What follows belongs to an exercise in optimizing a design on an open flow for a short achievable clock period and few clock cycles; a production flow would make more cautious choices. Only simulation tests tie the RTL to the original design; equivalence was not proved. Power and IR drop assume default switching activity.

==> design/flow/design.v <==
`timescale 1ns / 1ns
module ksadd (
    input  [15:0] a,
    input  [15:0] b,
    input  [ 1:0] k,
    output [16:0] sum
);
  wire [15:0] kk = {14'd0, k};
  wire [15:0] s = a ^ b ^ kk;
  wire [16:0] c = {(a & b) | (a & kk) | (b & kk), 1'b0};
  wire [15:0] g0 = s & c[15:0];
  wire [15:0] p0 = s ^ c[15:0];
  wire [15:0] g1, p1, g2, p2, g3, p3, g4, p4;
  genvar i;
  generate
    for (i = 0; i < 16; i = i + 1) begin : l1
      if (i >= 1) begin : a
        assign g1[i] = g0[i] | (p0[i] & g0[i-1]);
        assign p1[i] = p0[i] & p0[i-1];
      end else begin : b
        assign g1[i] = g0[i];
        assign p1[i] = p0[i];
      end
    end
    for (i = 0; i < 16; i = i + 1) begin : l2
      if (i >= 2) begin : a
        assign g2[i] = g1[i] | (p1[i] & g1[i-2]);
        assign p2[i] = p1[i] & p1[i-2];
      end else begin : b
        assign g2[i] = g1[i];
        assign p2[i] = p1[i];
      end
    end
    for (i = 0; i < 16; i = i + 1) begin : l3
      if (i >= 4) begin : a
        assign g3[i] = g2[i] | (p2[i] & g2[i-4]);
        assign p3[i] = p2[i] & p2[i-4];
      end else begin : b
        assign g3[i] = g2[i];
        assign p3[i] = p2[i];
      end
    end
    for (i = 0; i < 16; i = i + 1) begin : l4
      if (i >= 8) begin : a
        assign g4[i] = g3[i] | (p3[i] & g3[i-8]);
        assign p4[i] = p3[i] & p3[i-8];
      end else begin : b
        assign g4[i] = g3[i];
        assign p4[i] = p3[i];
      end
    end
  endgenerate
  assign sum[15:0] = p0 ^ {g4[14:0], 1'b0};
  assign sum[16] = c[16] ^ g4[15];
endmodule
`timescale 1ns / 1ns
module Temple #(
    parameter ADDR_WIDTH = 16,
    parameter DATA_WIDTH = 16
) (
    input                   clk,
    rst,
    output [ADDR_WIDTH-1:0] addr,
    input  [          15:0] rd_data,
    output [          15:0] wr_data,
    output                  en
);
  localparam QN = 12;   
  localparam CB = 5;   
  localparam NC = 1 << CB;
  localparam OP_NOR = 3'b000, OP_ADD = 3'b001, OP_LD = 3'b010, OP_MOVE = 3'b011;
  localparam OP_SD = 3'b100, OP_SETI = 3'b101, OP_JL = 3'b110, OP_SRL = 3'b111;
  reg  [    15:0] q        [0:QN-1];   
  reg  [  QN+3:1] vt;   
  reg  [    15:0] pcb;   
  reg  [     2:0] padv;
  reg  [    15:0] fa;   
  reg  [    14:0] cw1, cw2, cw3;   
  reg             cah, cbh;   
  reg  [    15:0] caw, cbw;
  reg  [  NC-1:0] c_v;
  reg  [14-CB:0] c_tag    [0:NC-1];
  reg  [    15:0] c_dat    [0:NC-1];
  reg             ev;   
  reg             e_mv;   
  reg  [     4:0] e_mvr;
  reg  [     7:0] e_op;   
  reg             e_za;   
  reg  [     1:0] e_k;   
  reg             e_sm;   
  reg             e_sx;   
  reg  [     4:0] e_smr;
  reg             pw_v;
  reg  [     4:0] pw_r;
  reg  [     4:0] e_l;   
  reg  [    15:0] e_imm;   
  reg  [     2:0] e_cond;   
  reg  [    15:0] opr;   
  reg             msel;   
  reg             en_r;   
  reg             o_fsel;   
  reg  [    14:0] o_opr;   
  reg  [    14:0] o_fa;   
  reg  [    15:0] o_wd;   
  reg  [    15:0] acc;
  reg             cf, nf, zf;
  reg  [29*16-1:0] rfv;   
  wire [    15:0] rv       [0:31];
  genvar gi;
  generate
    for (gi = 0; gi < 29; gi = gi + 1) begin : g_rv
      assign rv[gi] = rfv[16*gi+:16];
    end
  endgenerate
  assign rv[29] = 16'h0000;
  assign rv[30] = 16'h0001;
  assign rv[31] = 16'hffff;
  function [7:0] pdec(input [7:0] b);
    pdec[0] = b[7:5] == OP_MOVE;
    pdec[1] = b == {OP_NOR, 5'd31};
    pdec[2] = b[7:5] == OP_ADD;
    pdec[3] = b == {OP_ADD, 5'd30};
    pdec[4] = b[7:5] == OP_SETI;
    pdec[5] = b[7:5] == OP_JL;
    pdec[6] = (b[7:5] == OP_NOR) | (b[7:5] == OP_ADD) | (b[7:5] == OP_LD) | (b[7:5] == OP_SD) | (b[7:5] == OP_JL);
    pdec[7] = (b[7:5] != OP_MOVE) & (b[7:5] != OP_SD) & (b[7:5] != OP_JL);
  endfunction
  function [1:0] oplen(input [2:0] op);
    oplen = (op == OP_SETI) ? 2'd3 : ((op == OP_JL) ? 2'd2 : 2'd1);
  endfunction
  function opreads(input [2:0] op);
    opreads = (op == OP_NOR) | (op == OP_ADD) | (op == OP_LD) | (op == OP_SD) | (op == OP_JL);
  endfunction
  function brcond(input [2:0] c, input cc, input nn, input zz);
    case (c)
      3'd0: brcond = 1'b0;
      3'd1: brcond = cc;
      3'd2: brcond = nn;
      3'd3: brcond = nn | cc;
      3'd4: brcond = zz;
      3'd5: brcond = zz | cc;
      3'd6: brcond = zz | nn;
      default: brcond = 1'b1;
    endcase
  endfunction
  wire e_nor = e_op[OP_NOR], e_add = e_op[OP_ADD], e_ld = e_op[OP_LD], e_move = e_op[OP_MOVE];
  wire e_sd = e_op[OP_SD], e_seti = e_op[OP_SETI], e_jl = e_op[OP_JL], e_srl = e_op[OP_SRL];
  wire [15:0] aa = e_za ? 16'h0000 : acc;
  wire [16:0] sum;
  ksadd adder (
      .a  (opr),
      .b  (aa),
      .k  (e_k),
      .sum(sum)
  );
  wire [15:0] orv = opr | acc;
  wire [15:0] ax = opr ^ aa;
  wire [15:0] ao = opr | aa;
  wire [15:0] an = opr & aa;
  wire [15:0] k1c = 16'hffff, k2c = 16'hfffe;
  wire z0 = ~|(ax ^ {ao[14:0], 1'b0});
  wire z1 = ~|(ax ^ k1c ^ {an[14:0], 1'b0});
  wire [15:0] cc2 = an | (ao & ~k2c);
  wire z2 = ~|(ax ^ k2c ^ {cc2[14:0], 1'b0});
  wire zk = (e_k == 2'd0) ? z0 : ((e_k == 2'd1) ? z1 : z2);
  reg c_n, n_n, z_n;   
  always @(*) begin
    c_n = cf;
    n_n = nf;
    z_n = zf;
    if (ev & e_nor) begin
      c_n = 1'b0;
      n_n = ~orv[15];
      z_n = &orv;
    end
    if (ev & e_add) begin
      c_n = (e_k != 2'd0) ? zk : sum[16];
      n_n = sum[15];
      z_n = zk;
    end
    if (ev & e_srl) begin
      c_n = 1'b0;
      n_n = 1'b0;
      z_n = ~|acc[15:1];
    end
  end
  reg [15:0] acc_o;   
  always @(*) begin
    acc_o = acc;
    if (ev) begin
      if (e_nor) acc_o = ~orv;
      if (e_srl) acc_o = {1'b0, acc[15:1]};
      if (e_ld) acc_o = rd_data;
      if (e_seti) acc_o = e_imm;
    end
  end
  wire e_addv = ev & e_add;
  wire [15:0] acc_n = e_addv ? sum[15:0] : acc_o;
  wire e_setf = ev & (e_nor | e_add | e_srl);
  wire taken = ev & e_jl & brcond(e_cond, cf, nf, zf);
  wire [15:0] pcq = pcb + {13'd0, padv};
  wire [11:0] pcb1 = pcb[15:4] + 12'd1;
  wire sdflush = ev & e_sd & ((opr[15:4] == pcb[15:4]) | (opr[15:4] == pcb1) | (opr[15:4] == fa[15:4]));
  wire kill = taken | sdflush;
  wire wa = ev & e_mv;
  wire wb = ev & e_jl;
  wire wc = ev & e_sm;   
  wire wd = pw_v;   
  assign addr = o_fsel ? {o_fa, 1'b0} : {o_opr, 1'b0};
  assign wr_data = o_wd;
  assign en = en_r;
  wire [14:0] faw = fa[15:1];
  wire [14:0] tw = opr[15:1];
  wire sdcw = ev & e_sd;   
  wire [CB-1:0] sdi = tw[CB-1:0];
  wire hita = cah, hitb = cbh;
  wire [15:0] cda = caw, cdb = cbw;
  wire lh0 = c_v[faw[CB-1:0]] & (c_tag[faw[CB-1:0]] == faw[14:CB]);
  wire lh1 = c_v[cw1[CB-1:0]] & (c_tag[cw1[CB-1:0]] == cw1[14:CB]);
  wire lh2 = c_v[cw2[CB-1:0]] & (c_tag[cw2[CB-1:0]] == cw2[14:CB]);
  wire lh3 = c_v[cw3[CB-1:0]] & (c_tag[cw3[CB-1:0]] == cw3[14:CB]);
  wire [15:0] ld0 = c_dat[faw[CB-1:0]];
  wire [15:0] ld1 = c_dat[cw1[CB-1:0]];
  wire [15:0] ld2 = c_dat[cw2[CB-1:0]];
  wire [15:0] ld3 = c_dat[cw3[CB-1:0]];
  wire room = ~vt[QN-3];
  wire pfetch = ~msel & room;
  wire cfetch = msel & ~taken & hita & room;
  wire useb = pfetch & hitb;
  wire [2:0] op0 = q[0][7:5], op1 = q[1][7:5], op2 = q[2][7:5], op3 = q[3][7:5];
  wire [4:0] r0 = q[0][4:0], r1 = q[1][4:0], r2 = q[2][4:0], r3 = q[3][4:0];
  wire [2:0] op[0:6];
  wire [4:0] rr[0:6];
  wire [6:0] pm, pn, pa, pi, ps, pj, pr, pw;   
  genvar gp;
  generate
    for (gp = 0; gp < 7; gp = gp + 1) begin : g_dec
      assign op[gp] = q[gp][7:5];
      assign rr[gp] = q[gp][4:0];
      assign pm[gp] = q[gp][8];
      assign pn[gp] = q[gp][9];
      assign pa[gp] = q[gp][10];
      assign pi[gp] = q[gp][11];
      assign ps[gp] = q[gp][12];
      assign pj[gp] = q[gp][13];
      assign pr[gp] = q[gp][14];
      assign pw[gp] = q[gp][15];
    end
  endgenerate
  wire [6:0] inc = pi & vt[7:1];   
  wire g0_c = pn[0] & pa[1] & vt[2];
  wire g0_a = pa[0];
  wire g0_k1 = g0_c ? inc[2] : (g0_a & inc[1]);
  wire g0_k2 = g0_c ? (inc[2] & inc[3]) : (g0_a & inc[1] & inc[2]);
  wire [4:1] g0_l;
  assign g0_l[4] = g0_c & g0_k2;
  assign g0_l[3] = (g0_c & g0_k1 & ~g0_k2) | (g0_a & g0_k2) | (~g0_c & ps[0]);
  assign g0_l[2] = (g0_c & ~g0_k1) | (g0_a & g0_k1 & ~g0_k2) | (~g0_c & pj[0]);
  assign g0_l[1] = ~g0_l[4] & ~g0_l[3] & ~g0_l[2];
  wire g0_ok = (g0_l[1] & vt[1]) | (g0_l[2] & vt[2]) | (g0_l[3] & vt[3]) | (g0_l[4] & vt[4]);
  wire g0_s = pw[0] & ((g0_l[1] & pm[1] & vt[2]) | (g0_l[2] & pm[2] & vt[3]) |
                       (g0_l[3] & pm[3] & vt[4]) | (g0_l[4] & pm[4] & vt[5]));
  wire [4:0] g0_sr = g0_l[1] ? r1 : (g0_l[2] ? r2 : (g0_l[3] ? r3 : rr[4]));
  wire g1_c = pn[1] & pa[2] & vt[3];
  wire g1_a = pa[1];
  wire g1_k1 = g1_c ? inc[3] : (g1_a & inc[2]);
  wire g1_k2 = g1_c ? (inc[3] & inc[4]) : (g1_a & inc[2] & inc[3]);
  wire [4:1] g1_l;
  assign g1_l[4] = g1_c & g1_k2;
  assign g1_l[3] = (g1_c & g1_k1 & ~g1_k2) | (g1_a & g1_k2) | (~g1_c & ps[1]);
  assign g1_l[2] = (g1_c & ~g1_k1) | (g1_a & g1_k1 & ~g1_k2) | (~g1_c & pj[1]);
  assign g1_l[1] = ~g1_l[4] & ~g1_l[3] & ~g1_l[2];
  wire g1_ok = (g1_l[1] & vt[2]) | (g1_l[2] & vt[3]) | (g1_l[3] & vt[4]) | (g1_l[4] & vt[5]);
  wire g1_s = pw[1] & ((g1_l[1] & pm[2] & vt[3]) | (g1_l[2] & pm[3] & vt[4]) |
                       (g1_l[3] & pm[4] & vt[5]) | (g1_l[4] & pm[5] & vt[6]));
  wire [4:0] g1_sr = g1_l[1] ? r2 : (g1_l[2] ? r3 : (g1_l[3] ? rr[4] : rr[5]));
  wire g1_conf = g1_c ? (r2 == r0) : (pr[1] & (r1 == r0));
  wire fuse = pm[0] & g1_ok & ~pm[1] & ~g1_conf;
  wire hx = ev & e_sx & (((pr[0] & ~pm[0] & ~pn[0]) & (r0 == e_smr)) |
                         (((pm[0] & pr[1] & ~pn[1]) | (pn[0] & pa[1])) & (r1 == e_smr)) |
                         ((pm[0] & pn[1] & pa[2]) & (r2 == e_smr)));
  wire dv = g0_ok & ~kill & ~hx;
  wire sfx = fuse ? g1_s : g0_s;
  wire [6:0] sh;
  assign sh[0] = ~dv;
  assign sh[1] = dv & (fuse ? 1'b0 : (g0_l[1] & ~g0_s));
  assign sh[2] = dv & (fuse ? (g1_l[1] & ~g1_s) : ((g0_l[2] & ~g0_s) | (g0_l[1] & g0_s)));
  assign sh[3] = dv & (fuse ? ((g1_l[2] & ~g1_s) | (g1_l[1] & g1_s)) : ((g0_l[3] & ~g0_s) | (g0_l[2] & g0_s)));
  assign sh[4] = dv & (fuse ? ((g1_l[3] & ~g1_s) | (g1_l[2] & g1_s)) : ((g0_l[4] & ~g0_s) | (g0_l[3] & g0_s)));
  assign sh[5] = dv & (fuse ? ((g1_l[4] & ~g1_s) | (g1_l[3] & g1_s)) : (g0_l[4] & g0_s));
  assign sh[6] = dv & fuse & g1_l[4] & g1_s;
  wire g0_g = g0_c | g0_a, g1_g = g1_c | g1_a;
  wire [2:0] mop = fuse ? (g1_g ? OP_ADD : op1) : (g0_g ? OP_ADD : op0);
  wire mza = fuse ? g1_c : g0_c;
  wire [1:0] mk = fuse ? {g1_k2, g1_k1 & ~g1_k2} : {g0_k2, g0_k1 & ~g0_k2};
  wire [7:0] bl = fuse ? q[2][7:0] : q[1][7:0];   
  wire [7:0] bh = fuse ? q[3][7:0] : q[2][7:0];   
  wire msm = ~fuse & pm[0];
  wire [4:0] msr = (~fuse & pm[0]) ? r0 : (fuse ? g1_sr : g0_sr);
  function [15:0] fwd(input [4:0] r, input [15:0] p);
    if (r[4:2] == 3'b111 && r[1:0] != 2'b00) fwd = p;
    else if (wb && e_l == r) fwd = pcq;
    else if ((wa && e_mvr == r) || (wc && e_smr == r) || (wd && pw_r == r)) fwd = acc;
    else fwd = p;
  endfunction
  wire [15:0] opd0 = fwd(r0, rv[r0]);
  wire [15:0] opd1 = fwd(r1, rv[r1]);
  wire [15:0] opd2 = fwd(r2, rv[r2]);
  wire os0 = ~fuse & ~g0_c;
  wire os1 = fuse ? ~g1_c : g0_c;
  wire os2 = fuse & g1_c;
  wire [15:0] opd = ({16{os0}} & opd0) | ({16{os1}} & opd1) | ({16{os2}} & opd2);
  wire d_tk = e_setf | brcond(bl[7:5], cf, nf, zf);
  wire d_ld = mop == OP_LD, d_sd = mop == OP_SD, d_jl = mop == OP_JL;
  wire ins_odd = taken ? opr[0] : fa[0];
  wire [15:0] wa_d = (msel & ~taken) ? cda : rd_data;   
  reg  [7:0] insb[0:3];
  wire [15:0] insp[0:3];
  assign insp[0] = {pdec(insb[0]), insb[0]};
  assign insp[1] = {pdec(insb[1]), insb[1]};
  assign insp[2] = {pdec(insb[2]), insb[2]};
  assign insp[3] = {pdec(insb[3]), insb[3]};
  always @(*) begin
    if (ins_odd) begin
      insb[0] = wa_d[15:8];
      insb[1] = cdb[7:0];
      insb[2] = cdb[15:8];
      insb[3] = cdb[15:8];
    end else begin
      insb[0] = wa_d[7:0];
      insb[1] = wa_d[15:8];
      insb[2] = cdb[7:0];
      insb[3] = cdb[15:8];
    end
  end
  wire ins_en = (taken | pfetch | cfetch) & ~sdflush;
  wire [4:0] nh;
  assign nh[0] = ~ins_en;
  assign nh[1] = ins_en & ins_odd & ~useb;
  assign nh[2] = ins_en & ~ins_odd & ~useb;
  assign nh[3] = ins_en & ins_odd & useb;
  assign nh[4] = ins_en & ~ins_odd & useb;
  wire [QN:0] ceq;
  genvar gk;
  generate
    for (gk = 0; gk <= QN; gk = gk + 1) begin : g_ceq
      if (gk == 0) assign ceq[gk] = ~vt[1];
      else assign ceq[gk] = vt[gk] & ~vt[gk+1];
    end
  endgenerate
  reg [15:0] strm[0:QN+5];
  integer i, j;
  always @(*) begin
    for (i = 0; i < QN + 6; i = i + 1) begin
      strm[i] = (i < QN) ? q[i] : 16'h0000;
      if (i >= QN || !vt[i+1])
        for (j = 0; j < 4; j = j + 1) if (i >= j && i - j <= QN && ceq[i-j]) strm[i] = insp[j];
    end
    if (taken) begin
      for (i = 0; i < QN + 6; i = i + 1) strm[i] = (i < 4) ? insp[i] : 16'h0000;
    end
  end
  reg [15:0] qn[0:QN-1];
  always @(*) begin
    for (i = 0; i < QN; i = i + 1) begin
      qn[i] = ({16{sh[0]}} & strm[i]) | ({16{sh[1]}} & strm[i+1]) | ({16{sh[2]}} & strm[i+2]) |
              ({16{sh[3]}} & strm[i+3]) | ({16{sh[4]}} & strm[i+4]) | ({16{sh[5]}} & strm[i+5]) |
              ({16{sh[6]}} & strm[i+6]);
    end
  end
  wire [QN+3:1] vb = (taken | sdflush) ? {(QN + 3) {1'b0}} : vt;
  reg [10:0] kd;
  integer a, b;
  always @(*) begin
    kd = 11'd0;
    for (a = 0; a < 7; a = a + 1)
      for (b = 0; b < 5; b = b + 1) kd[b-a+6] = kd[b-a+6] | (sh[a] & nh[b]);
  end
  wire [QN+12:0] vx = {6'b000000, vb, 4'b1111};
  reg [QN+3:1] vn;
  integer d;
  always @(*) begin
    for (i = 1; i <= QN + 3; i = i + 1) begin
      vn[i] = 1'b0;
      for (d = 0; d < 11; d = d + 1)
        if (i - d + 6 >= -3) vn[i] = vn[i] | (kd[d] & vx[i-d+6+3]);
    end
  end
  wire [2:0] s_n = {sh[4] | sh[5] | sh[6], sh[2] | sh[3] | sh[6], sh[1] | sh[3] | sh[5]};
  always @(posedge clk, negedge rst) begin
    if (!rst) begin
      vt   <= {(QN + 3) {1'b0}};
      pcb  <= 16'd0;
      padv <= 3'd0;
      fa   <= 16'd0;
      cw1  <= 15'd1;
      cw2  <= 15'd2;
      cw3  <= 15'd3;
      cah   <= 1'b0;
      cbh   <= 1'b0;
      ev   <= 1'b0;
      msel <= 1'b0;
      o_fsel <= 1'b1;
      pw_v <= 1'b0;
      o_fa <= 15'd0;
      o_wd <= 16'd0;
      en_r <= 1'b0;
      acc  <= 16'd0;
      cf   <= 1'b0;
      nf   <= 1'b0;
      zf   <= 1'b0;
      c_v  <= {NC{1'b0}};
    end else begin
      vt   <= vn;
      ev   <= dv;
      msel <= dv & (d_ld | d_sd | (d_jl & d_tk));
      o_fsel <= ~(dv & (d_ld | d_sd | (d_jl & d_tk)));
      pw_v <= ev & e_sx;
      if (ev) o_wd <= acc_n;
      en_r <= dv & d_sd;
      cf   <= c_n;
      nf   <= n_n;
      zf   <= z_n;
      if (taken) begin
        pcb <= opr;
        padv <= 3'd0;
        fa  <= {tw + 15'd1, 1'b0};
        o_fa <= tw + 15'd1;
        cw1 <= tw + 15'd2;
        cw2 <= tw + 15'd3;
        cw3 <= tw + 15'd4;
        cah  <= 1'b0;
        cbh  <= 1'b0;
      end else if (sdflush) begin
        pcb <= pcq;
        padv <= 3'd0;
        fa  <= pcq;
        o_fa <= pcq[15:1];
        cw1 <= pcq[15:1] + 15'd1;
        cw2 <= pcq[15:1] + 15'd2;
        cw3 <= pcq[15:1] + 15'd3;
        cah  <= 1'b0;
        cbh  <= 1'b0;
      end else begin
        pcb <= pcq;
        padv <= s_n;
        if (pfetch | cfetch) begin
          fa  <= {useb ? cw2 : cw1, 1'b0};
          o_fa <= useb ? o_fa + 15'd2 : o_fa + 15'd1;
          cw1 <= useb ? cw3 : cw2;
          cw2 <= useb ? cw3 + 15'd1 : cw3;
          cw3 <= useb ? cw3 + 15'd2 : cw3 + 15'd1;
          cah  <= (useb ? lh2 : lh1) & ~(sdcw & (sdi == (useb ? cw2[CB-1:0] : cw1[CB-1:0])));
          cbh  <= (useb ? lh3 : lh2) & ~(sdcw & (sdi == (useb ? cw3[CB-1:0] : cw2[CB-1:0])));
          caw  <= useb ? ld2 : ld1;
          cbw  <= useb ? ld3 : ld2;
        end else begin
          cah  <= lh0 & ~(sdcw & (sdi == faw[CB-1:0]));
          cbh  <= lh1 & ~(sdcw & (sdi == cw1[CB-1:0]));
          caw  <= ld0;
          cbw  <= ld1;
        end
      end
      acc  <= acc_n;
      if (pfetch) c_v[faw[CB-1:0]] <= 1'b1;
      else if (taken) c_v[tw[CB-1:0]] <= 1'b1;
      else if (ev & e_sd) c_v[tw[CB-1:0]] <= 1'b1;
    end
  end
  always @(posedge clk) begin
    if (pfetch) begin
      c_tag[faw[CB-1:0]] <= faw[14:CB];
      c_dat[faw[CB-1:0]] <= rd_data;
    end else if (taken) begin
      c_tag[tw[CB-1:0]] <= tw[14:CB];
      c_dat[tw[CB-1:0]] <= rd_data;
    end else if (ev & e_sd) begin
      c_tag[tw[CB-1:0]] <= tw[14:CB];
      c_dat[tw[CB-1:0]] <= acc;
    end
  end
  always @(posedge clk) begin
    for (i = 0; i < QN; i = i + 1) q[i] <= qn[i];
    e_mv  <= fuse;
    e_mvr <= r0;
    e_op  <= 8'd1 << mop;
    e_za  <= mza;
    e_k   <= mk;
    e_sm  <= msm;
    e_sx  <= sfx;
    pw_r  <= e_smr;
    e_smr <= msr;
    e_l   <= bl[4:0];
    e_imm <= {bh, bl};
    e_cond <= bl[7:5];
    opr   <= opd;
    if (dv) o_opr <= opd[15:1];
  end
  generate
    for (gi = 0; gi < 29; gi = gi + 1) begin : g_rf
      always @(posedge clk) begin
        if (wb && e_l == gi) rfv[16*gi+:16] <= pcq;
        else if ((wa && e_mvr == gi) || (wc && e_smr == gi) || (wd && pw_r == gi)) rfv[16*gi+:16] <= acc;
      end
    end
  endgenerate
endmodule
==> design/flow/run.sh <==
#!/bin/bash
# synth_recipe.tcl (not shown) runs the flow's synth.tcl, then flattens the netlist and writes it again
# the make line also repeats each setting of config.mk as NAME=value (left out here)
make -C /OpenROAD-flow-scripts/flow DESIGN_CONFIG=/design/flow/config.mk WORK_HOME=/design/flow/orfs CLKGATE_MAP_FILE= SYNTH_SCRIPT=/design/flow/synth_recipe.tcl finish
==> design/flow/config.mk <==
export PLATFORM = sky130hd
export DESIGN_NAME = Temple
export DESIGN_NICKNAME = Temple
export VERILOG_FILES = /design/flow/design.v
export SDC_FILE = /design/flow/constraint.sdc
export NUM_CORES = 4
export LEC_CHECK = 0
export ABC_CLOCK_PERIOD_IN_PS = 2500
export CAP_MARGIN = 20
export CORE_MARGIN = 2
export CORE_UTILIZATION = 20
export PLACE_DENSITY = 0.4
export SETUP_SLACK_MARGIN = 3.5
export SLEW_MARGIN = 20
==> design/flow/constraint.sdc <==
create_clock -name core_clock -period 7.0 [get_ports {clk}]
set_input_delay 1.4000 -clock core_clock [delete_from_list [all_inputs] [get_ports {clk}]]
set_output_delay 1.4000 -clock core_clock [all_outputs]
set_load 0.01 [all_outputs]
==> impl_metrics.toml, run 1 <==
[run_status]
status = "finished with violations"
so_faults = "antenna rules"

[routing]
drtIter0Drc = 23258
drtAntennaViolNets = 1
drc = 0
via_count = 126223
routed_wl_um = 804000
vias_per_cell = 6.18
first_pass_iters = 15
avgRoutedWirePerCell_um = 39.3

[run]
maxCapViolCount = 0

[synthesis]
synth-simple-area-share_pct = 10.4
synthDistinctLibCells = 113
dominantRegCellSynth = "edfxtp_1"
ys_ff_latch = 1778
synth_fa_ha_area_share_pct = 0.792
seq_area_frac_synth_pct = 40.3
syn_inst = 11458
synth_top_family_by_area = "multiplexers"
synth_compound_area_share_pct = 20.2
ys_warn_count = 28
synth_fp_nets = 11552
postSynth.asyncResetShare_pct = 10.3
synth_area_per_cell_um2 = 10.8
synth_area_um2 = 124000
yosys.area_share.xor_xnor_pct = 2.32
synth_edf_count = 1343
synthMuxAreaShare_pct = 21.6

[sta]
slew-limit-headroom_pct = 18.9
finalSetupTns_ps = 0
rsz0062_at_grt = "true"
finClkSkew_ps = 98.6
hold_viol = 0
slew_violations = 0
setup_violations = 0
tightest_slew_ps = 1210
layout_min_cycle_time_ps = 3980
period_share_pct = 56.9
fmax_mhz = 251

[critical_path]
arrival_ps = 4780
critical_path_required_ps = 7790
path_delay_family = "compound AO/OA/AOI/OAI gates"
worst_path_max_delay_cell = "dfrtp_2"
path_max_fanout = 25
end_kind = "flip-flop"
timing.critical_path.mode_cell = "nor2_2"
critPathKind = "flip-flop to flip-flop"
cp.buffers_inverters = 4
cp-start-kind = "flip-flop"
cpPeakStageDelay_ps = 520
crit_path_cell_trace = "buf_12 > clkinv_1 > buf_6 > nor2_2 > buf_4 > nor2_4 > nor2_1 > o221ai_1 > a221oi_1 > nor2_2 > o22ai_1 > a2111oi_2 > o21ai_2"

[grt]
grt_util_met2_pct = 34.5
grt_pass1_wl_um = 1050000
antenna_found_initial = 78
overflow = 0
grt_use_met1_pct = 30.4
grt.total_usage_pct = 24.0
grt_max_degree = 70
use_met3_pct = 9.92
busiest_layer = "met2"
grt_pass1_vias = 114683

[power_and_ir_drop]
swShare_pct = 51.6
leakage_nw = 53.7
max-vdd-ir-drop_v = 0.000442
switchingPower_mw = 50.6
power_frac_comb_pct = 68.9
p_per_area_nw_per_um2 = 603
pwr-share-seq_pct = 18.4
p_int_mw = 47.5
clock_power_share_pct = 12.6

[hold_path]
min_path_type = "input port to async pin"

[die]
initial_utilization_pct = 20.0
die-width_um = 791
top_level_ports = 51
dieArea_um2 = 626000
rows = 289
core-area_um2 = 618000
die_h_um = 791

[finish]
design_area_um2 = 163000
area_growth_pct = 31.3
nets = 12132
drive_gt1_share_pct = 35.3

[clock_tree]
cts.sinks = 1778
clock_path_buffers = 4
clk_latency_ps = 990
cts_buffers = 220
cts_tree = "built"
htreeDepth = 4
cts_root_buffer = "clkbuf_16"
path_clk_slew_ps = 60

[placement]
dp_hpwl_um = 466000
dpl_cell_area_um2 = 136000
gp_congestion = 0.986
portBuffers = 49
state kept, by name (all words and copies together), names as in the netlist, 16 cells and up:
| register | count |
|---|---|
| cbw | 16 |
| rfv | 464 |
| acc | 16 |
| opr | 16 |
| c_tag | 320 |
| fa | 16 |
| o_wd | 16 |
| pcb | 16 |
| c_v | 32 |
| caw | 16 |
| q | 191 |
| c_dat | 512 |
cells in the final DEF, fill, tap and decap left out, types with 169 or more instances in the layout:
cell       Yosys  final
buf_6          2    246
mux2i_1      196    169
a21oi_1      776    695
o21ai_0      656    547
clkbuf_16      0    246
nand3_1      234    209
dfxtp_1      251    226
buf_4         16    953
nand2_1      921    849
mux4_2      1034   1034
xnor2_1      207    194
a221oi_1     354    276
edfxtp_1    1343   1343
a22o_1       191    190
nor2_1      1074    849
buf_12         0    172
o22ai_1      325    235
a22oi_1      304    285
synthesized netlist by cell type (all sizes together) (33+ instances only):
library cell	n	area share (%)
mux4	1034	19
a221o	36	0.29
o221ai	166	1.2
a211oi	111	0.69
mux2	135	1.2
buf	360	1.3
xor2	121	0.86
a21o	36	0.22
a31oi	65	0.35
nor4	59	0.31
mux2i	197	1.6
nand3	236	0.96
nor2	1075	3.3
clkbuf	867	2.6
or2	33	0.17
dfrtp	179	3.6
o21ai	696	2.8
a222oi	70	0.57
nand2b	50	0.25
nand2	924	2.8
o22ai	325	1.6
o21a	33	0.20
nand4	158	0.80
and3	43	0.22
ha	72	0.73
nor3	150	0.63
a22o	191	1.4
a32oi	36	0.25
inv	98	0.30
o211ai	157	0.95
a21oi	782	3.2
a22oi	304	1.8
xnor2	207	1.5
dfxtp	251	4.1
or3	42	0.22
edfxtp	1343	33
a221oi	355	2.5
power by group through the flow:
stage	clock network [mW]	registers [mW]	logic [mW]
3_3_place_gp	0	18.4	50.2
3_5_place_dp	0	18.3	50.0
2_1_floorplan	0	15.6	31.3
4_1_cts	12.5	17.8	59.4
6_report	12.4	18.1	67.7
5_1_grt	12.9	18.1	68.5
worst paths after layout:
path	slack, ps	cells past startpoint	end	from
max	3020	13	q[2][10]$_DFF_P_	vt[2]$_DFF_PN0_
min	320	1	cw3[8]$_DFFE_PN0P_	rst
max reg2reg	3020	13	q[2][10]$_DFF_P_	vt[2]$_DFF_PN0_
min reg2reg	480	1	o_wd[13]$_DFFE_PN0P_	o_wd[13]$_DFFE_PN0P_
max in group asynchronous	5290	2	acc[13]$_DFF_PN0_	rst
min in group core_clock	480	1	o_wd[13]$_DFFE_PN0P_	o_wd[13]$_DFFE_PN0P_
metrics by stage:
stage          setup slack (ps)  power [mW]  utilization (%)  cells  hold WS, ps
2_1_floorplan              3170        47.0                -  11458          326
3_3_place_gp               1510        68.6             22.0  19012          451
3_5_place_dp               1510        68.4             22.0  19015          465
4_1_cts                    3160        89.7             25.2  20062          226
5_1_grt                    3000        99.5             26.3  20385          295
6_report                   3020        98.2             26.3  20440          319
worst register-to-register path, cell delays in order (launching register included):
cell	delay [ps]
dfrtp_2	520
buf_12	220
clkinv_1	100
buf_6	370
nor2_2	150
buf_4	330
nor2_4	400
nor2_1	150
o221ai_1	200
a221oi_1	90
nor2_2	420
o22ai_1	190
a2111oi_2	410
o21ai_2	240
cells by family after synthesis:
kind of cell	count (synthesis)
xor+xnor	328
compound gates	3672
flops	1778
other cells	1
mux	1366
fa+ha+maj	76
simple gates	2900
buf+inv	1337
metal layers:
metal,wire length [µm],up-vias,part of all wire (%)
li1,-,47410,-
met3,114000,3461,14
met4,61100,54,7.6
met2,326000,11346,41
met5,1100,-,0.14
met1,301000,63952,38
layout make-up:
class                           count  area, µm²
Antenna cell                       68        170
Multi-Input combinational cell   8361      76800
Timing Repair Buffer             1564      17400
Fill cell                       64559     456000
Inverter                          110        498
Timing Repair inverter              3       47.5
Tap cell                         8148      10200
Clock inverter                    136       1520
Clock buffer                      272       5900
Sequential cell                  1778      50100
what timing repair did:
action	in CTS	in global routing
endpoints found under the setup margin	1434	716
gates cloned	73	32
buffers inserted	566	278
gates resized for setup	1297	762
hold buffers	0	0
pin swaps	306	344
Testbench counts, summed over its fixed seeds: cycles 103,500.
==> run 2: changes to the inputs <==
--- a/design/flow/design.v
+++ b/design/flow/design.v
@@ -97,6 +97,8 @@
   reg  [     2:0] e_cond;   
   reg  [    15:0] opr;   
   reg             msel;   
+  reg             sdf_r;
+  reg  [    15:0] sdf_pc;
   reg             en_r;   
   reg             o_fsel;   
   reg  [    14:0] o_opr;   
@@ -143,6 +145,7 @@
       default: brcond = 1'b1;
     endcase
   endfunction
+  wire evx = ev & ~sdf_r;
   wire e_nor = e_op[OP_NOR], e_add = e_op[OP_ADD], e_ld = e_op[OP_LD], e_move = e_op[OP_MOVE];
   wire e_sd = e_op[OP_SD], e_seti = e_op[OP_SETI], e_jl = e_op[OP_JL], e_srl = e_op[OP_SRL];
   wire [15:0] aa = e_za ? 16'h0000 : acc;
@@ -168,17 +171,17 @@
     c_n = cf;
     n_n = nf;
     z_n = zf;
-    if (ev & e_nor) begin
+    if (evx & e_nor) begin
       c_n = 1'b0;
       n_n = ~orv[15];
       z_n = &orv;
     end
-    if (ev & e_add) begin
+    if (evx & e_add) begin
       c_n = (e_k != 2'd0) ? zk : sum[16];
       n_n = sum[15];
       z_n = zk;
     end
-    if (ev & e_srl) begin
+    if (evx & e_srl) begin
       c_n = 1'b0;
       n_n = 1'b0;
       z_n = ~|acc[15:1];
@@ -187,31 +190,31 @@
   reg [15:0] acc_o;   
   always @(*) begin
     acc_o = acc;
-    if (ev) begin
+    if (evx) begin
       if (e_nor) acc_o = ~orv;
       if (e_srl) acc_o = {1'b0, acc[15:1]};
       if (e_ld) acc_o = rd_data;
       if (e_seti) acc_o = e_imm;
     end
   end
-  wire e_addv = ev & e_add;
+  wire e_addv = evx & e_add;
   wire [15:0] acc_n = e_addv ? sum[15:0] : acc_o;
-  wire e_setf = ev & (e_nor | e_add | e_srl);
-  wire taken = ev & e_jl & brcond(e_cond, cf, nf, zf);
+  wire e_setf = evx & (e_nor | e_add | e_srl);
+  wire taken = evx & e_jl & brcond(e_cond, cf, nf, zf);
   wire [15:0] pcq = pcb + {13'd0, padv};
   wire [11:0] pcb1 = pcb[15:4] + 12'd1;
-  wire sdflush = ev & e_sd & ((opr[15:4] == pcb[15:4]) | (opr[15:4] == pcb1) | (opr[15:4] == fa[15:4]));
-  wire kill = taken | sdflush;
-  wire wa = ev & e_mv;
-  wire wb = ev & e_jl;
-  wire wc = ev & e_sm;   
+  wire sdhit = evx & e_sd & ((opr[15:4] == pcb[15:4]) | (opr[15:4] == pcb1) | (opr[15:4] == fa[15:4]));
+  wire kill = taken | sdf_r;
+  wire wa = evx & e_mv;
+  wire wb = evx & e_jl;
+  wire wc = evx & e_sm;   
   wire wd = pw_v;   
   assign addr = o_fsel ? {o_fa, 1'b0} : {o_opr, 1'b0};
   assign wr_data = o_wd;
   assign en = en_r;
   wire [14:0] faw = fa[15:1];
   wire [14:0] tw = opr[15:1];
-  wire sdcw = ev & e_sd;   
+  wire sdcw = evx & e_sd;   
   wire [CB-1:0] sdi = tw[CB-1:0];
   wire hita = cah, hitb = cbh;
   wire [15:0] cda = caw, cdb = cbw;
@@ -225,7 +228,7 @@
   wire [15:0] ld3 = c_dat[cw3[CB-1:0]];
   wire room = ~vt[QN-3];
   wire pfetch = ~msel & room;
-  wire cfetch = msel & ~taken & hita & room;
+  wire cfetch = msel & ~e_jl & hita & room;
   wire useb = pfetch & hitb;
   wire [2:0] op0 = q[0][7:5], op1 = q[1][7:5], op2 = q[2][7:5], op3 = q[3][7:5];
   wire [4:0] r0 = q[0][4:0], r1 = q[1][4:0], r2 = q[2][4:0], r3 = q[3][4:0];
@@ -312,8 +315,8 @@
   wire [15:0] opd = ({16{os0}} & opd0) | ({16{os1}} & opd1) | ({16{os2}} & opd2);
   wire d_tk = e_setf | brcond(bl[7:5], cf, nf, zf);
   wire d_ld = mop == OP_LD, d_sd = mop == OP_SD, d_jl = mop == OP_JL;
-  wire ins_odd = taken ? opr[0] : fa[0];
-  wire [15:0] wa_d = (msel & ~taken) ? cda : rd_data;   
+  wire ins_odd = (msel & e_jl) ? opr[0] : fa[0];
+  wire [15:0] wa_d = (msel & ~e_jl) ? cda : rd_data;   
   reg  [7:0] insb[0:3];
   wire [15:0] insp[0:3];
   assign insp[0] = {pdec(insb[0]), insb[0]};
@@ -333,7 +336,7 @@
       insb[3] = cdb[15:8];
     end
   end
-  wire ins_en = (taken | pfetch | cfetch) & ~sdflush;
+  wire ins_en = (taken | pfetch | cfetch) & ~sdf_r;
   wire [4:0] nh;
   assign nh[0] = ~ins_en;
   assign nh[1] = ins_en & ins_odd & ~useb;
@@ -356,9 +359,6 @@
       if (i >= QN || !vt[i+1])
         for (j = 0; j < 4; j = j + 1) if (i >= j && i - j <= QN && ceq[i-j]) strm[i] = insp[j];
     end
-    if (taken) begin
-      for (i = 0; i < QN + 6; i = i + 1) strm[i] = (i < 4) ? insp[i] : 16'h0000;
-    end
   end
   reg [15:0] qn[0:QN-1];
   always @(*) begin
@@ -366,9 +366,10 @@
       qn[i] = ({16{sh[0]}} & strm[i]) | ({16{sh[1]}} & strm[i+1]) | ({16{sh[2]}} & strm[i+2]) |
               ({16{sh[3]}} & strm[i+3]) | ({16{sh[4]}} & strm[i+4]) | ({16{sh[5]}} & strm[i+5]) |
               ({16{sh[6]}} & strm[i+6]);
+      if (taken) qn[i] = (i < 4) ? insp[i] : 16'h0000;
     end
   end
-  wire [QN+3:1] vb = (taken | sdflush) ? {(QN + 3) {1'b0}} : vt;
+  wire [QN+3:1] vb = (taken | sdf_r) ? {(QN + 3) {1'b0}} : vt;
   reg [10:0] kd;
   integer a, b;
   always @(*) begin
@@ -402,6 +403,7 @@
       msel <= 1'b0;
       o_fsel <= 1'b1;
       pw_v <= 1'b0;
+      sdf_r <= 1'b0;
       o_fa <= 15'd0;
       o_wd <= 16'd0;
       en_r <= 1'b0;
@@ -415,9 +417,10 @@
       ev   <= dv;
       msel <= dv & (d_ld | d_sd | (d_jl & d_tk));
       o_fsel <= ~(dv & (d_ld | d_sd | (d_jl & d_tk)));
-      pw_v <= ev & e_sx;
-      if (ev) o_wd <= acc_n;
-      en_r <= dv & d_sd;
+      pw_v <= evx & e_sx;
+      if (evx) o_wd <= acc_n;
+      sdf_r <= sdhit;
+      en_r <= dv & d_sd & ~sdhit;
       cf   <= c_n;
       nf   <= n_n;
       zf   <= z_n;
@@ -431,14 +434,14 @@
         cw3 <= tw + 15'd4;
         cah  <= 1'b0;
         cbh  <= 1'b0;
-      end else if (sdflush) begin
-        pcb <= pcq;
+      end else if (sdf_r) begin
+        pcb <= sdf_pc;
         padv <= 3'd0;
-        fa  <= pcq;
-        o_fa <= pcq[15:1];
-        cw1 <= pcq[15:1] + 15'd1;
-        cw2 <= pcq[15:1] + 15'd2;
-        cw3 <= pcq[15:1] + 15'd3;
+        fa  <= sdf_pc;
+        o_fa <= sdf_pc[15:1];
+        cw1 <= sdf_pc[15:1] + 15'd1;
+        cw2 <= sdf_pc[15:1] + 15'd2;
+        cw3 <= sdf_pc[15:1] + 15'd3;
         cah  <= 1'b0;
         cbh  <= 1'b0;
       end else begin
@@ -464,7 +467,7 @@
       acc  <= acc_n;
       if (pfetch) c_v[faw[CB-1:0]] <= 1'b1;
       else if (taken) c_v[tw[CB-1:0]] <= 1'b1;
-      else if (ev & e_sd) c_v[tw[CB-1:0]] <= 1'b1;
+      else if (evx & e_sd) c_v[tw[CB-1:0]] <= 1'b1;
     end
   end
   always @(posedge clk) begin
@@ -474,7 +477,7 @@
     end else if (taken) begin
       c_tag[tw[CB-1:0]] <= tw[14:CB];
       c_dat[tw[CB-1:0]] <= rd_data;
-    end else if (ev & e_sd) begin
+    end else if (evx & e_sd) begin
       c_tag[tw[CB-1:0]] <= tw[14:CB];
       c_dat[tw[CB-1:0]] <= acc;
     end
@@ -489,6 +492,7 @@
     e_sm  <= msm;
     e_sx  <= sfx;
     pw_r  <= e_smr;
+    sdf_pc <= pcq;
     e_smr <= msr;
     e_l   <= bl[4:0];
     e_imm <= {bh, bl};
==> run 2 against run 1 <==
Effect of this change:
- sequential cell count up 17
- non-clock buffer count decreased by 205
- critical path depth decreased by 2
- now clean on timing, DRC and antenna
- clock power about the same
- via count is 3.0% lower
- clock-buffer cell count grew 9
- critical path type unchanged
- global-route usage decreased by 1.5 points
- clock skew up 36 ps
- final area is 2.3% lower
- die area shrank 0.37%
- register-to-register slack is essentially flat
==> impl_metrics.toml, run 2 <==
[run]
maxCapViolCount = 0

[synthesis]
synth_top_family_by_area = "multiplexers"
synth_fa_ha_area_share_pct = 0.795
synth_area_um2 = 123000
ys_top_cells_by_count = "edfxtp_1 (1343), nand2_1 (1104), mux4_2 (994)"
synthMuxAreaShare_pct = 21.3
dominantRegCellSynth = "edfxtp_1"
syn_inst = 11442
synth.largest_area_cell = "edfxtp_1"
synth_edf_count = 1343
ys_top_cells_by_area = "edfxtp_1 (33%), mux4_2 (18%), dfxtp_1 (4.3%)"
yosysMostFrequentCell = "edfxtp_1"
yosys.area_share.xor_xnor_pct = 2.29
postSynth.asyncResetShare_pct = 10.3
synth_area_per_cell_um2 = 10.8
synth_compound_area_share_pct = 20.6
synthDistinctLibCells = 104
synth_fp_nets = 11536
ys_ff_latch = 1795
ys_warn_count = 28
synth-simple-area-share_pct = 9.92
seq_area_frac_synth_pct = 40.8
synth.top_cell.area_share_pct = 32.7

[power_and_ir_drop]
leakage_nw = 52.2
max-vdd-ir-drop_v = 0.000380
total_power_mw = 96.9
p_per_area_nw_per_um2 = 610

[sta]
setup_violations = 0
finalSetupTns_ps = 0
tightest_slew_ps = 1390
fmax_mhz = 250
slew_violations = 0
slew-limit-headroom_pct = 7.12
rsz0062_at_grt = "true"
holdWs_ps = 320
layout_min_cycle_time_ps = 3990
period_share_pct = 57.0
finClkSkew_ps = 135
hold_viol = 0

[die]
die-width_um = 790
dieArea_um2 = 623000
die_h_um = 790
top_level_ports = 51
rows = 288
core-area_um2 = 615000
initial_utilization_pct = 20.1

[grt]
grt_pass1_vias = 111283
grt.total_usage_pct = 22.6
grt_pass1_wl_um = 994000
antenna_found_initial = 80
grt_max_degree = 141
overflow = 0

[clock_tree]
clk_latency_ps = 1020
postCtsHoldBufs = 0
cts.sinks = 1795
cts_buffers = 224
clock_path_buffers = 4
htreeDepth = 4
path_clk_slew_ps = 70
cts_tree = "built"
cts_root_buffer = "clkbuf_16"

[finish]
final_cell_mix = "edfxtp_1 (1343), nand2_1 (1034), mux4_2 (995)"
layout_commonest_cell = "edfxtp_1"
nets = 11899
final_util_pct = 25.8
area_growth_pct = 28.8
drive_gt1_share_pct = 32.6
num-fill-cells = 64046
largest_reg_flops = 512

[routing]
vias_per_cell = 6.06
first_pass_iters = 13
drc = 0
via_count = 122386
drtAntennaViolNets = 0
routed_wl_um = 765000
avgRoutedWirePerCell_um = 37.9
drtIter0Drc = 21799

[run_status]
status = "finished clean"

[placement]
gp_congestion = 0.947
portBuffers = 49
dp_hpwl_um = 439000

[critical_path]
critPathKind = "flip-flop to flip-flop"
path_delay_family = "simple AND/OR/NAND/NOR gates"
path_max_fanout = 21
end_kind = "flip-flop"
timing.critical_path.mode_cell = "buf_12"
cp.buffers_inverters = 4
cpPeakStageDelay_ps = 760
arrival_ps = 4690
worst_path_max_delay_cell = "dfxtp_1"
crit_path_cell_trace = "nand2_1 > nor3_1 > o311ai_2 > nand3_4 > buf_6 > buf_12 > nor2_4 > buf_12 > buf_12 > a222oi_1 > a31oi_4"
cp-start-kind = "flip-flop"
critical_path_required_ps = 7700

[hold_path]
min_path_type = "input port to async pin"
-- run 2: cell count changes after synthesis, sizes merged, moves of 41 or more --
cell,delta
o221ai,+41
o211ai,-80
a22oi,+71
nand3,-54
a21oi,-45
nor2,-111
mux2i,+64
nand2,+183
-- run 2: power by group --
part           total, mW  internal [mW]  leakage [nW]  switching (mW)
registers           18.2           14.7          16.5            3.48
logic               66.1           25.1          31.9            41.0
clock network       12.6           7.18          3.68            5.38
total               96.9           47.0          52.2            49.9
-- run 2: timing repair --
action	CTS	global route
endpoints found under the setup margin	2453	1038
buffers inserted	379	308
cloned	41	57
pin swaps	147	383
resized for setup	904	922
-- run 2: kinds of logic (layout without fill, tap and decap cells) --
logic type,count (synthesis),in the layout
AO/OA/AOI/OAI,3705,3710
AND/OR/NAND/NOR,2820,2835
flip-flops,1795,1795
multiplexers,1371,1374
buffers and inverters,1352,1887
XOR/XNOR,322,322
adder cells (fa/ha/maj),76,76
other,1,72
-- run 2: worst paths after layout --
kind / start / to / slack, ps / cells past startpoint
max: q[0][14]$_DFF_P_ / q[1][9]$_DFF_P_ / 3010 / 11
min: rst / o_fa[8]$_DFFE_PN0P_ / 320 / 1
max reg2reg: q[0][14]$_DFF_P_ / q[1][9]$_DFF_P_ / 3010 / 11
min reg2reg: o_wd[3]$_DFFE_PN0P_ / o_wd[3]$_DFFE_PN0P_ / 490 / 1
max in group asynchronous: rst / acc[5]$_DFF_PN0_ / 5260 / 2
min in group core_clock: o_wd[3]$_DFFE_PN0P_ / o_wd[3]$_DFFE_PN0P_ / 490 / 1
-- run 2: worst reg2reg max path: cells and delay by family (launching register included) --
| kind | cells | cell delay, ps |
|---|---|---|
| buffers and inverters | 4 | 670 |
| AO/OA/AOI/OAI | 3 | 1100 |
| flip-flops | 1 | 760 |
| AND/OR/NAND/NOR | 4 | 1150 |
-- run 2: cell type report --
type                            instances  area, µm²  share of cell area [%]
Multi-Input combinational cell       8318      74900                    47.1
Sequential cell                      1795      50500                    31.8
Timing Repair Buffer                 1359      15100                    9.53
Tap cell                             8120      10200                    6.39
Clock buffer                          281       6010                    3.78
Clock inverter                        140       1570                   0.986
Inverter                              106        473                   0.298
Antenna cell                           71        178                   0.112
Timing Repair inverter                  1       8.76                 0.00551
-- run 2: routing by layer --
| metal | vias up | global-route usage, % | routed length (µm) | part of all wire, % |
|---|---|---|---|---|
| li1 | 46955 | - | - | - |
| met1 | 62078 | 29.3 | 291000 | 38 |
| met2 | 10316 | 32.9 | 315000 | 41 |
| met3 | 2969 | 7.47 | 101000 | 13 |
| met4 | 68 | 12.4 | 56700 | 7.4 |
| met5 | - | 0.267 | 959 | 0.13 |
-- run 2: metrics by stage --
stage	worst slack, ps	instance area (µm²)	instances
floorplan	3310	124000	11442
global placement	1040	135000	18908
detailed placement	1230	135000	18912
CTS	3210	151000	19753
global route	3000	159000	20132
finish	3010	159000	20191
Testbench counts of run 2, summed over its fixed seeds: cycles 103,580.
==> run 3: changes to the inputs <==
==> design/flow/flow/run.sh (new file) <==
#!/bin/bash
# The standard layout (standard.sh), with two changes: the port buffers are
# buf_4 cells instead of the smallest buffer, and the resizer may change a
# cell to one with another footprint (a stronger flip-flop of the same type,
# a faster buffer). make's output goes to flow_make.log here; each ORFS step
# keeps its own log under orfs/logs.
set -o pipefail
bash standard.sh MATCH_CELL_FOOTPRINT=0 "BUFFER_PORTS_ARGS=-buffer_cell sky130_fd_sc_hd__buf_4" finish > flow_make.log 2>&1
==> design/flow/standard.sh (new file) <==
#!/bin/bash
# synth_recipe.tcl (not shown) runs the flow's synth.tcl, then flattens the netlist and writes it again
# the make line also repeats each setting of config.mk as NAME=value (left out here)
make -C /OpenROAD-flow-scripts/flow DESIGN_CONFIG=/design/flow/config.mk WORK_HOME=/design/flow/orfs CLKGATE_MAP_FILE= SYNTH_SCRIPT=/design/flow/synth_recipe.tcl "${@:-finish}"
removed: design/flow/run.sh
==> run 3 against run 2 <==
Effect of this change:
- power down 2.5%
- final area is 1.8% lower
- synthesized cell count unchanged
- via count shrank 0.17%
- critical path type unchanged
- global-route usage grew 0.26 points
- final cell count down 0.39%
==> impl_metrics.toml, run 3 <==
[run_status]
status = "finished clean"

[critical_path]
cp.buffers_inverters = 3
crit_path_cell_trace = "and3_4 > mux2i_4 > a31oi_4 > a311o_2 > buf_12 > nand2_8 > buf_12 > o31ai_4 > buf_4 > nand3_2 > or4b_4 > a222oi_1 > a31oi_1"
arrival_ps = 4490
critical_path_required_ps = 7760
end_kind = "flip-flop"
cpPeakStageDelay_ps = 570
reg2reg_depth = 13
timing.critical_path.mode_cell = "buf_12"
worst_path_max_delay_cell = "or4b_4"
critPathKind = "flip-flop to flip-flop"
path_max_fanout = 8
cp-start-kind = "flip-flop"
path_delay_family = "compound AO/OA/AOI/OAI gates"
crit_cells = 13

[routing]
vias_per_cell = 6.07
first_pass_iters = 17
drc = 0
drtIter0Drc = 21617
wl_met2_um = 312000
drtAntennaViolNets = 0
drt-met1-wl_um = 289000
wl_met3_um = 104000
maxUsedRoutingLayer = "met5"
routed_wl_um = 764000
via_count = 122174
avgRoutedWirePerCell_um = 38.0

[synthesis]
synth-simple-area-share_pct = 9.92
ys_top_cells_by_count = "edfxtp_1 (1343), nand2_1 (1104), mux4_2 (994)"
synth_fp_nets = 11536
dominantRegCellSynth = "edfxtp_1"
synth_edf_count = 1343
synth.top_cell.area_share_pct = 32.7
ys_ff_latch = 1795
ys_top_cells_by_area = "edfxtp_1 (33%), mux4_2 (18%), dfxtp_1 (4.3%)"
seq_area_frac_synth_pct = 40.8
yosys.area_share.xor_xnor_pct = 2.29
yosysMostFrequentCell = "edfxtp_1"
synth_area_um2 = 123000
synth_top_family_by_area = "multiplexers"
postSynth.asyncResetShare_pct = 10.3
synth.largest_area_cell = "edfxtp_1"
ys_warn_count = 28
synth_area_per_cell_um2 = 10.8
synth_fa_ha_area_share_pct = 0.795
syn_inst = 11442
synthDistinctLibCells = 104
synthMuxAreaShare_pct = 21.3
synth_compound_area_share_pct = 20.6

[power_and_ir_drop]
total_power_mw = 94.5
p_int_mw = 45.6
pwr-share-seq_pct = 19.3
clock_power_share_pct = 12.9
max-vdd-ir-drop_v = 0.000421
switchingPower_mw = 48.9
p_per_area_nw_per_um2 = 605
swShare_pct = 51.7
power_frac_comb_pct = 67.8
leakage_nw = 51.0

[finish]
nets = 11855
final_util_pct = 25.4
largest_reg_flops = 512
fin_cells = 20113
area_growth_pct = 26.4
layout_commonest_cell = "edfxtp_1"
design_area_um2 = 156000
final_cell_mix = "edfxtp_1 (1343), nand2_1 (1035), mux4_2 (995)"
drive_gt1_share_pct = 31.1
num-fill-cells = 64344

[grt]
grt_max_degree = 135
grt_pass1_wl_um = 1000000
grt.total_usage_pct = 22.8
overflow = 0
grt_pass1_vias = 111442
antenna_found_initial = 72

[sta]
setup_violations = 0
tightest_slew_ps = 1250
layout_min_cycle_time_ps = 3720
slew_violations = 0
hold_viol = 0
slew-limit-headroom_pct = 16.1
finalSetupTns_ps = 0
finClkSkew_ps = 114
rsz0062_at_grt = "true"
period_share_pct = 53.2
fmax_mhz = 269

[die]
die_h_um = 790
initial_utilization_pct = 20.1
top_level_ports = 51
dieArea_um2 = 623000
core-area_um2 = 615000
rows = 288
die-width_um = 790

[clock_tree]
cts_root_buffer = "clkbuf_16"
clk_latency_ps = 1010
htreeDepth = 4
cts_tree = "built"
cts_buffers = 222
cts.sinks = 1795
clock_path_buffers = 4
path_clk_slew_ps = 70

[hold_path]
min_path_type = "input port to async pin"

[placement]
placed_cells = 18906
dp_hpwl_um = 439000
portBuffers = 49
gp_congestion = 0.944
dpl_cell_area_um2 = 135000

[run]
maxCapViolCount = 0
## run 3: kinds of logic (layout without fill, tap and decap cells)
group           count (synthesis)  after routing
other cells                     1             47
fa+ha+maj                      76             76
compound gates               3705           3712
buf+inv                      1352           1834
flops                        1795           1795
simple gates                 2820           2834
xor+xnor                      322            322
mux                          1371           1373
## run 3: final timing paths
path	startpoint	to	slack (ps)
max	q[2][10]$_DFF_P_	vt[8]$_DFF_PN0_	3280
min	rst	o_fa[14]$_DFFE_PN0P_	270
min reg2reg	e_smr[4]$_DFF_P_	pw_r[4]$_DFF_P_	480
min in group core_clock	e_smr[4]$_DFF_P_	pw_r[4]$_DFF_P_	480
max reg2reg	q[2][10]$_DFF_P_	vt[8]$_DFF_PN0_	3280
max in group asynchronous	rst	cw1[2]$_DFFE_PN0P_	4990
## run 3: area by class of cell
type                       instances  area, µm²  area share, %
timing repair inverter             1       11.3        0.00722
tap                             8120      10200           6.51
clock inverter                   115       1220          0.780
multi-input combinational       8318      73600           47.1
antenna                           46        115         0.0738
inverter                         106        509          0.326
sequential                      1795      50500           32.4
clock buffer                     295       6040           3.87
timing repair buffer            1317      13900           8.92
## run 3: power by group through the flow
stage	combinational [mW]	sequential [mW]	clock, mW
global route	65.4	18.3	12.6
CTS	56.3	18.0	12.3
floorplan	31.9	15.8	0
detailed placement	49.9	18.5	0
global placement	50.0	18.5	0
finish	64.0	18.2	12.2
## run 3: what timing repair did
item                        CTS  global route
hold buffers                  0             0
setup buffers               338           319
resized for setup           861           594
cloned                       52            37
setup endpoints to repair  1651           486
pin swaps                   129           261
## run 3: layer usage
layer | GRT usage [%] | vias to the layer above
met5 | 0.107 | -
met4 | 12.3 | 64
met3 | 8.90 | 3160
met2 | 33.0 | 10264
met1 | 29.1 | 61902
li1 | - | 46784
## run 3: stage by stage
step	setup WS, ps	hold WS [ps]
6_report	3280	275
5_1_grt	3230	275
4_1_cts	3250	235
3_5_place_dp	1250	486
3_3_place_gp	1400	481
2_1_floorplan	3310	329
==> run 4: changes to the inputs <==
--- a/design/flow/design.v
+++ b/design/flow/design.v
@@ -100,7 +100,6 @@
   reg             sdf_r;
   reg  [    15:0] sdf_pc;
   reg             en_r;   
-  reg             o_fsel;   
   reg  [    14:0] o_opr;   
   reg  [    14:0] o_fa;   
   reg  [    15:0] o_wd;   
@@ -209,7 +208,7 @@
   wire wb = evx & e_jl;
   wire wc = evx & e_sm;   
   wire wd = pw_v;   
-  assign addr = o_fsel ? {o_fa, 1'b0} : {o_opr, 1'b0};
+  assign addr = msel ? {o_opr, 1'b0} : {o_fa, 1'b0};
   assign wr_data = o_wd;
   assign en = en_r;
   wire [14:0] faw = fa[15:1];
@@ -370,21 +369,17 @@
     end
   end
   wire [QN+3:1] vb = (taken | sdf_r) ? {(QN + 3) {1'b0}} : vt;
-  reg [10:0] kd;
-  integer a, b;
-  always @(*) begin
-    kd = 11'd0;
-    for (a = 0; a < 7; a = a + 1)
-      for (b = 0; b < 5; b = b + 1) kd[b-a+6] = kd[b-a+6] | (sh[a] & nh[b]);
-  end
-  wire [QN+12:0] vx = {6'b000000, vb, 4'b1111};
+  reg [QN+9:1] va;
   reg [QN+3:1] vn;
-  integer d;
   always @(*) begin
+    for (i = 1; i <= QN + 9; i = i + 1) begin
+      va[i] = nh[0] & ((i <= QN + 3) ? vb[i] : 1'b0);
+      for (j = 1; j < 5; j = j + 1)
+        va[i] = va[i] | (nh[j] & ((i <= j) ? 1'b1 : ((i - j <= QN + 3) ? vb[i-j] : 1'b0)));
+    end
     for (i = 1; i <= QN + 3; i = i + 1) begin
       vn[i] = 1'b0;
-      for (d = 0; d < 11; d = d + 1)
-        if (i - d + 6 >= -3) vn[i] = vn[i] | (kd[d] & vx[i-d+6+3]);
+      for (j = 0; j < 7; j = j + 1) vn[i] = vn[i] | (sh[j] & va[i+j]);
     end
   end
   wire [2:0] s_n = {sh[4] | sh[5] | sh[6], sh[2] | sh[3] | sh[6], sh[1] | sh[3] | sh[5]};
@@ -401,7 +396,6 @@
       cbh   <= 1'b0;
       ev   <= 1'b0;
       msel <= 1'b0;
-      o_fsel <= 1'b1;
       pw_v <= 1'b0;
       sdf_r <= 1'b0;
       o_fa <= 15'd0;
@@ -416,7 +410,6 @@
       vt   <= vn;
       ev   <= dv;
       msel <= dv & (d_ld | d_sd | (d_jl & d_tk));
-      o_fsel <= ~(dv & (d_ld | d_sd | (d_jl & d_tk)));
       pw_v <= evx & e_sx;
       if (evx) o_wd <= acc_n;
       sdf_r <= sdhit;
==> design/flow/run.sh (new file) <==
#!/bin/bash
# synth_recipe.tcl (not shown) runs the flow's synth.tcl, then flattens the netlist and writes it again
# the make line also repeats each setting of config.mk as NAME=value (left out here)
make -C /OpenROAD-flow-scripts/flow DESIGN_CONFIG=/design/flow/config.mk WORK_HOME=/design/flow/orfs CLKGATE_MAP_FILE= SYNTH_SCRIPT=/design/flow/synth_recipe.tcl finish
--- a/design/flow/config.mk
+++ b/design/flow/config.mk
@@ -8,7 +8,8 @@
 export ABC_CLOCK_PERIOD_IN_PS = 2500
 export CAP_MARGIN = 20
 export CORE_MARGIN = 2
-export CORE_UTILIZATION = 20
-export PLACE_DENSITY = 0.4
+export CORE_UTILIZATION = 25
+export CTS_CLUSTER_SIZE = 30
+export PLACE_DENSITY = 0.45
 export SETUP_SLACK_MARGIN = 3.5
 export SLEW_MARGIN = 20
removed: design/flow/flow/run.sh
removed: design/flow/standard.sh
==> run 4 against run 3 <==
Effect of this change:
- worst hold slack gained 22 ps
- critical path depth did not move
- clock power barely moved
- synthesized cell count increased by 1.7%
- critical endpoint is now q[3][9]$_DFF_P_
- final cell count down 7.5%
- via count is 1.7% higher
- sequential share of layout area rose by 0.39 points
- clock-buffer cell count decreased by 19
- worst setup slack lost 18 ps
- highest routed layer unchanged
- power is 5.1% lower
- synthesized area rose by 0.55%
==> impl_metrics.toml, run 4 <==
[synthesis]
ys_ff_latch = 1794
synth_area_um2 = 124000
synth_fp_nets = 11725
ys_top_cells_by_count = "edfxtp_1 (1343), nand2_1 (990), nor2_1 (989)"
ys_top_cells_by_area = "edfxtp_1 (32%), mux4_2 (17%), dfxtp_1 (4.3%)"
synthDistinctLibCells = 107
synth_edf_count = 1343
postSynth.asyncResetShare_pct = 10.3
synth_area_per_cell_um2 = 10.7
syn_inst = 11631
yosysMostFrequentCell = "edfxtp_1"
seq_area_frac_synth_pct = 40.5
ys_warn_count = 28
synth.largest_area_cell = "edfxtp_1"
synth.top_cell.area_share_pct = 32.5
dominantRegCellSynth = "edfxtp_1"

[finish]
final_cell_mix = "edfxtp_1 (1343), nand2_1 (941), mux4_2 (919)"
drive_gt1_share_pct = 28.9
layout_commonest_cell = "edfxtp_1"
design_area_um2 = 154000
area_growth_pct = 24.1
multi_input_area_um2 = 73600
seqCellArea_um2 = 50400
largest_reg_flops = 512
num-fill-cells = 49945
nets = 11964

[sta]
holdWs_ps = 296
finClkSkew_ps = 98.3
finalSetupTns_ps = 0
slew-limit-headroom_pct = 14.9
hold_viol = 0
setup_violations = 0
layout_min_cycle_time_ps = 3740
fmax_mhz = 267
final.setup.worst_slack_ps = 3260
slew_violations = 0
period_share_pct = 53.5
rsz0062_at_grt = "true"
tightest_slew_ps = 1270

[routing]
first_pass_iters = 22
drc = 0
vias_per_cell = 6.68
routed_wl_um = 751000
via_count = 124198
avgRoutedWirePerCell_um = 40.4
drtIter0Drc = 24230
drtAntennaViolNets = 0

[critical_path]
path_max_fanout = 7
crit_path_cell_trace = "buf_12 > buf_8 > buf_12 > buf_8 > nor2b_4 > nand2_1 > a2111o_1 > a211o_4 > a221o_1 > a2111oi_4 > a21oi_4 > o22ai_2 > o32a_1"
path_delay_family = "compound AO/OA/AOI/OAI gates"
rrSetupSlack_ps = 3260
critPathKind = "flip-flop to flip-flop"
cp-start-kind = "flip-flop"
cp.buffers_inverters = 4
critical_path_required_ps = 7910
arrival_ps = 4650
end_kind = "flip-flop"
worst_path_max_delay_cell = "a2111o_1"
cpPeakStageDelay_ps = 560

[grt]
grt_util_met2_pct = 40.4
grt.total_usage_pct = 28.0
busiest_layer = "met2"
use_met3_pct = 9.85
grt_pass1_vias = 112853
grt_pass1_wl_um = 988000
grt_use_met1_pct = 35.3
grt_max_degree = 103
antenna_found_initial = 49
overflow = 0

[placement]
dp_slack_ps = 1480
portBuffers = 49
dp_hpwl_um = 439000
gp_congestion = 0.990
dpl_cell_area_um2 = 134000

[die]
rows = 258
die-width_um = 709
dieArea_um2 = 502000
core-area_um2 = 494000
die_h_um = 709
top_level_ports = 51
initial_utilization_pct = 25.1

[clock_tree]
cts_tree = "built"
clock_path_buffers = 4
postCtsHoldBufs = 0
cts.sinks = 1794
cts_root_buffer = "clkbuf_16"
clk_latency_ps = 1050
cts_buffers = 221
htreeDepth = 4
path_clk_slew_ps = 60

[run_status]
status = "finished clean"

[power_and_ir_drop]
max-vdd-ir-drop_v = 0.000342
total_power_mw = 89.7
leakage_nw = 50.8
p_per_area_nw_per_um2 = 582

[hold_path]
min_path_type = "input port to async pin"

[run]
maxCapViolCount = 0
## run 4: cell types whose count changed after synthesis, sizes merged, moves of 26 or more
cell	before	now
clkbuf	907	941
a22oi	375	545
o22a	31	69
a21oi	737	763
nor2	964	991
nand2b	51	79
xnor2	214	162
o31ai	49	18
nand2	1107	991
xor2	108	149
o22ai	318	264
mux4	994	919
a31oi	99	132
o31a	4	30
## run 4: worst paths after layout
check,end,cells past startpoint,startpoint
min,c_v[3]$_DFFE_PN0P_,1,rst
min in group core_clock,pw_r[0]$_DFF_P_,0,e_smr[0]$_DFF_P_
max in group asynchronous,acc[4]$_DFF_PN0_,2,rst
min reg2reg,pw_r[0]$_DFF_P_,0,e_smr[0]$_DFF_P_
max,q[3][9]$_DFF_P_,13,msel$_DFF_PN0_
max reg2reg,q[3][9]$_DFF_P_,13,msel$_DFF_PN0_
## run 4: layout make-up
type	instances	share of cell area (%)
tap	6500	5.28
antenna	41	0.0666
multi-input combinational	8486	47.8
clock inverter	132	1.04
clock buffer	276	3.79
timing repair buffer	1236	8.86
inverter	128	0.375
timing repair inverter	3	0.0171
sequential	1794	32.8
## run 4: logic make-up after synthesis
group	share of synthesized area, %
adders and majority gates	0.790
buffers and inverters	4.41
muxes	20.1
and+or+nand+nor	9.99
other	0.00302
AOI/OAI and AO/OA	22.0
DFF	40.5
xor gates and xnor gates	2.20
## run 4: stage by stage
stage                     std cells  utilization (%)
after floorplan               11631                -
after global placement        17445             27.1
after detailed placement      17446             27.1
after CTS                     18247             30.0
after global routing          18565             31.2
final                         18596             31.2
## run 4: repair_timing
item / 4_1_cts / 5_1_grt
gates cloned: 48 / 37
resized for setup: 768 / 594
pin swaps: 130 / 192
setup endpoints to repair: 2327 / 1277
setup buffers: 345 / 269
## run 4: power breakdown
group          switching, mW  internal (mW)
combinational           37.3           22.1
sequential              3.32           14.7
clock                   5.36           6.94
total                   46.0           43.7
## run 4: worst reg2reg max path, delay by kind of cell, from the launching register on
family | cells | cell delay, ps
AO/OA/AOI/OAI | 7 | 2330
buffers and inverters | 4 | 490
flip-flops | 1 | 410
AND/OR/NAND/NOR | 2 | 430
## run 4: routing by layer
layer,vias up,part of all wire [%],routed length [µm]
met5,-,0.016,120
met4,20,8.5,64100
met3,3286,14,104000
met2,11184,41,309000
met1,62326,36,273000
li1,47382,-,-
Testbench counts of run 4, summed over its fixed seeds: cycles 103,580.

-- afterwards: timing with drivers on the ports --
In the flow no input, the clock included, has a driving cell. The finished layouts below were timed again as built, in two steps. Step 1 (the two cells are an assumption about what drives the block):
set clk [get_ports {clk}]
set_driving_cell -lib_cell sky130_fd_sc_hd__clkbuf_16 $clk
set_driving_cell -lib_cell sky130_fd_sc_hd__buf_2 [delete_from_list [all_inputs] $clk]
Step 2 moves the port delays by t, midway between the first and last clock arrival at a register: inputs arrive t later, outputs are due t later. That takes back most of the time a late clock gives input paths. a / b / c = ideal ports / drivers / drivers and shift; a / b = the first two.
run	shift t [ns]	setup WS [ns]	clock arrival spread, ns	worst slew at a driven data input, ns
run 1	1.067	3.016 / 3.016 / 1.983	0.099 / 0.099	0.32
run 2	1.074	3.007 / 3.007 / 1.940	0.142 / 0.143	0.32
run 3	1.087	3.276 / 3.200 / 2.308	0.132 / 0.131	0.35
run 4	1.099	3.258 / 3.147 / 2.308	0.147 / 0.147	0.30
The setup slack of run 2, which loses most, moves by 0.000 ns with the drivers and by -1.067 ns with both steps.
